This is an optimization exercise on Yosys and OpenROAD, whose aim is small area, not a production implementation.
Function was checked by simulation only, so behaviour that the tests miss may differ from the original.
Power and IR drop assume default switching activity.

Design Shooter_top, start of the top module:
module Shooter_top
	(
		CLOCK_50,
		RESETN,
		SW,
		PS2_CLK,
		PS2_DAT,
		HEX3,
		HEX2,
		HEX1,
		HEX0,
		LEDR,
		PIX_X,
		PIX_Y,
		PIX_COLOUR
	);
For scale: roughly 2800 cells after synthesis, roughly 84 I/O pins, about 19000 um2 of cells after synthesis.
clock: 20.0 ns
lec_check: 0
cap_margin: 20
core_margin: 2
core_utilization: 40
cts_cluster_diameter: 120
cts_cluster_size: 22
gpl_routability_driven: 1
gpl_timing_driven: 0
slew_margin: 20
standard.sh (not shown) runs the stock make flow with config.mk's settings and CLKGATE_MAP_FILE= SYNTH_SCRIPT=/design/flow/synth_recipe.tcl, a recipe that flattens the netlist after the stock synthesis.
==> flow/flow/run.sh <==
#!/bin/bash
# Standard ORFS layout, with one extra step: after the standard synthesis, the
# combinational logic between the registers is re-optimised with ABC (deepsyn with a
# few random seeds, in rounds, keeping the smallest netlist); every register instance is
# kept as the standard synthesis made it, which the script checks.
set -euo pipefail
cd "$(dirname "$0")/.."
WORK=$PWD
R=$WORK/orfs/results/$FLOW_PLATFORM/Shooter_top/base
LIB=$FLOW_HOME/platforms/$FLOW_PLATFORM/lib/sky130_fd_sc_hd__tt_025C_1v80.lib
YOSYS=$(command -v yosys || echo /OpenROAD-flow-scripts/tools/install/yosys/bin/yosys)
JOBS=${NUM_CORES:-8}
ROUNDS=3
T=120

# 1. standard synthesis
bash standard.sh $R/1_2_yosys.v > synth_standard.log 2>&1
cp $R/1_2_yosys.v $WORK/std_1_2_yosys.v

# 2. re-optimise the logic
DU=$(grep -o 'cell *( *"\?sky130_fd_sc_hd__\(lpflow\|probe\)[a-z0-9_]*' $LIB | sed 's/.*(\s*"\?//' | sort -u | sed 's/^/-dont_use /' | tr '\n' ' ')
area() { grep 'Chip area' "$1" | awk '{print $NF}'; }
mkdir -p reopt
best=$WORK/std_1_2_yosys.v
bestarea=1e12
for r in $(seq 1 $ROUNDS); do
  for k in $(seq 0 $((JOBS - 1))); do
    if (( k % 2 == 0 )); then m="dch -f; amap"; else m="dch; amap"; fi
    if (( k % 4 < 2 )); then pre="strash; dc2"; else pre="strash"; fi
    sc="$pre; \&get -n; \&deepsyn -T $T -S $(( (r * JOBS + k) % 101 )); \&put; $m; topo"
    sed -e "s|@LIB@|$LIB|g" -e "s|@IN@|$best|g" -e "s|@OUT@|$WORK/reopt/r${r}_$k.v|g" \
        -e "s|@DU@|$DU|g" -e "s|@TOP@|$FLOW_TOP|g" -e "s|@SCRIPT@|$sc|" \
        -e "s|@STAT@|$WORK/reopt/r${r}_$k.stat|" flow/reopt.ys > reopt/r${r}_$k.ys
    $YOSYS -s reopt/r${r}_$k.ys > reopt/r${r}_$k.log 2>&1 &
  done
  wait
  for k in $(seq 0 $((JOBS - 1))); do
    f=$WORK/reopt/r${r}_$k
    [[ -f $f.stat && -f $f.v ]] || continue
    a=$(area $f.stat)
    if awk "BEGIN{exit !($a < $bestarea)}"; then bestarea=$a; best=$f.v; fi
  done
  echo "round $r: best $bestarea ($best)" >> reopt.log
done
cp $best $WORK/reopt.v

regs() { grep -o 'sky130_fd_sc_hd__[es]\?df[a-z0-9_]* [^ ]*' "$1" | sort; }
if ! cmp -s <(regs $WORK/std_1_2_yosys.v) <(regs $WORK/reopt.v); then
  echo "registers changed by the re-optimisation" >&2; exit 1
fi
cp $WORK/reopt.v $R/1_2_yosys.v
touch $R/1_2_yosys.v

# 3. the rest of the standard layout
bash standard.sh > layout.log 2>&1
Other scripts of this flow, unchanged in this note and not shown: flow/flow/reopt.ys
The starting point produced a clean layout.
==> next run, changes <==
CORE_UTILIZATION = 50   (was 40)
CTS_CLUSTER_DIAMETER = not set   (was 120)
CTS_CLUSTER_SIZE = not set   (was 22)
- register-to-register slack gets worse by 0.97 ns
- first-iteration DRC count increases by about a fifth
- synthesized area does not change
- setup slack gets worse by 0.97 ns
- worst hold slack gets worse by 0.017 ns
- synthesized cell count is unchanged
- global-route usage increases by 12 points
- non-clock buffer count stays the same
- total power increases by a quarter to a third
==> next run, changes <==
--- a/flow/flow/run.sh
+++ b/flow/flow/run.sh
@@ -10,7 +10,7 @@
 LIB=$FLOW_HOME/platforms/$FLOW_PLATFORM/lib/sky130_fd_sc_hd__tt_025C_1v80.lib
 YOSYS=$(command -v yosys || echo /OpenROAD-flow-scripts/tools/install/yosys/bin/yosys)
-JOBS=${NUM_CORES:-8}
-ROUNDS=3
-T=120
+JOBS=12
+ROUNDS=2
+T=150
 
 # 1. standard synthesis
@@ -52,4 +52,9 @@
 touch $R/1_2_yosys.v
 
-# 3. the rest of the standard layout
+# 3. the rest of the standard layout; every port still gets its own buffer, the
+# smallest one (buf_1)
+export BUFFER_PORTS_ARGS="-buffer_cell sky130_fd_sc_hd__buf_1"
+# clock tree: clusters of up to 22 registers, each driven by a clkbuf_16, clkbuf_4 above
+# them, no dummy loads
+export CTS_ARGS="-sink_clustering_enable -repair_clock_nets -sink_clustering_size 22 -sink_clustering_max_diameter 120 -dont_use_dummy_load -buf_list sky130_fd_sc_hd__clkbuf_4 -sink_clustering_buffer sky130_fd_sc_hd__clkbuf_16"
 bash standard.sh > layout.log 2>&1
CAP_MARGIN = 0   (was 20)
CORE_UTILIZATION = 40   (was 50)
CTS_CLUSTER_DIAMETER = 120   (was not set)
CTS_CLUSTER_SIZE = 22   (was not set)
SLEW_MARGIN = 0   (was 20)
After rerunning:
- The changed run ran to the end with violations: capacitance limit, slew limit
- power fell by a quarter to a third
- final area fell by a few percent
- sequential power is about the same
- core utilization fell by 14 points
- routed wire length rose by a few percent
==> next run, changes <==
--- a/flow/flow/run.sh
+++ b/flow/flow/run.sh
@@ -10,7 +10,7 @@
 LIB=$FLOW_HOME/platforms/$FLOW_PLATFORM/lib/sky130_fd_sc_hd__tt_025C_1v80.lib
 YOSYS=$(command -v yosys || echo /OpenROAD-flow-scripts/tools/install/yosys/bin/yosys)
-JOBS=12
-ROUNDS=2
-T=150
+JOBS=${NUM_CORES:-8}
+ROUNDS=4
+T=180
 
 # 1. standard synthesis
@@ -55,6 +55,3 @@
 # smallest one (buf_1)
 export BUFFER_PORTS_ARGS="-buffer_cell sky130_fd_sc_hd__buf_1"
-# clock tree: clusters of up to 22 registers, each driven by a clkbuf_16, clkbuf_4 above
-# them, no dummy loads
-export CTS_ARGS="-sink_clustering_enable -repair_clock_nets -sink_clustering_size 22 -sink_clustering_max_diameter 120 -dont_use_dummy_load -buf_list sky130_fd_sc_hd__clkbuf_4 -sink_clustering_buffer sky130_fd_sc_hd__clkbuf_16"
 bash standard.sh > layout.log 2>&1
CAP_MARGIN = 20   (was 0)
SLEW_MARGIN = 20   (was 0)
The new run passed the timing, design-rule and antenna checks.
Global-route usage rises by 0.82 points.
Setup slack loses 0.048 ns.
Routed wire length grows by 2.6%.
Combinational power went up by 110%.
Power rose by 13%.
Via count came out higher by 1.0%.
Cell area grows by 1.7%.
Synthesized cell count rose by 2.7%.
Non-clock buffer count rises by 1.
Die area increases by 0.84%.

==> afterwards: timing with drivers on the ports <==
The flow's constraints put no driver on any port. The routed layouts listed below were extracted and timed again, unchanged, in two steps.
Step 1: set_driving_cell puts a clkbuf_16 on CLOCK_50 and a buf_2 on each other input, an assumption about the parent block.
Step 2 adds t to the input delays and takes it off the output delays; t is the mean of the earliest and latest rising clock arrival at the registers after step 1. Input paths then give back, and output paths get back, about the clock's delay inside the block.
a / b / c = ideal ports / drivers / drivers and shift; a / b = the first two.
| run | t (ns) | setup slack, ns | hold WS [ns] | worst setup path at the end |
|---|---|---|---|---|
| the first run | 0.592 | 7.520 / 7.520 / 7.520 | 0.397 / 0.397 / 0.397 | register to register |
| the second run | 0.672 | 6.548 / 6.548 / 6.548 | 0.380 / 0.380 / 0.380 | register to register |
| the third run | 0.844 | 6.626 / 6.626 / 6.626 | 0.401 / 0.401 / 0.401 | register to register |
| the fourth run | 0.617 | 6.578 / 6.578 / 6.578 | 0.402 / 0.402 / 0.402 | register to register |
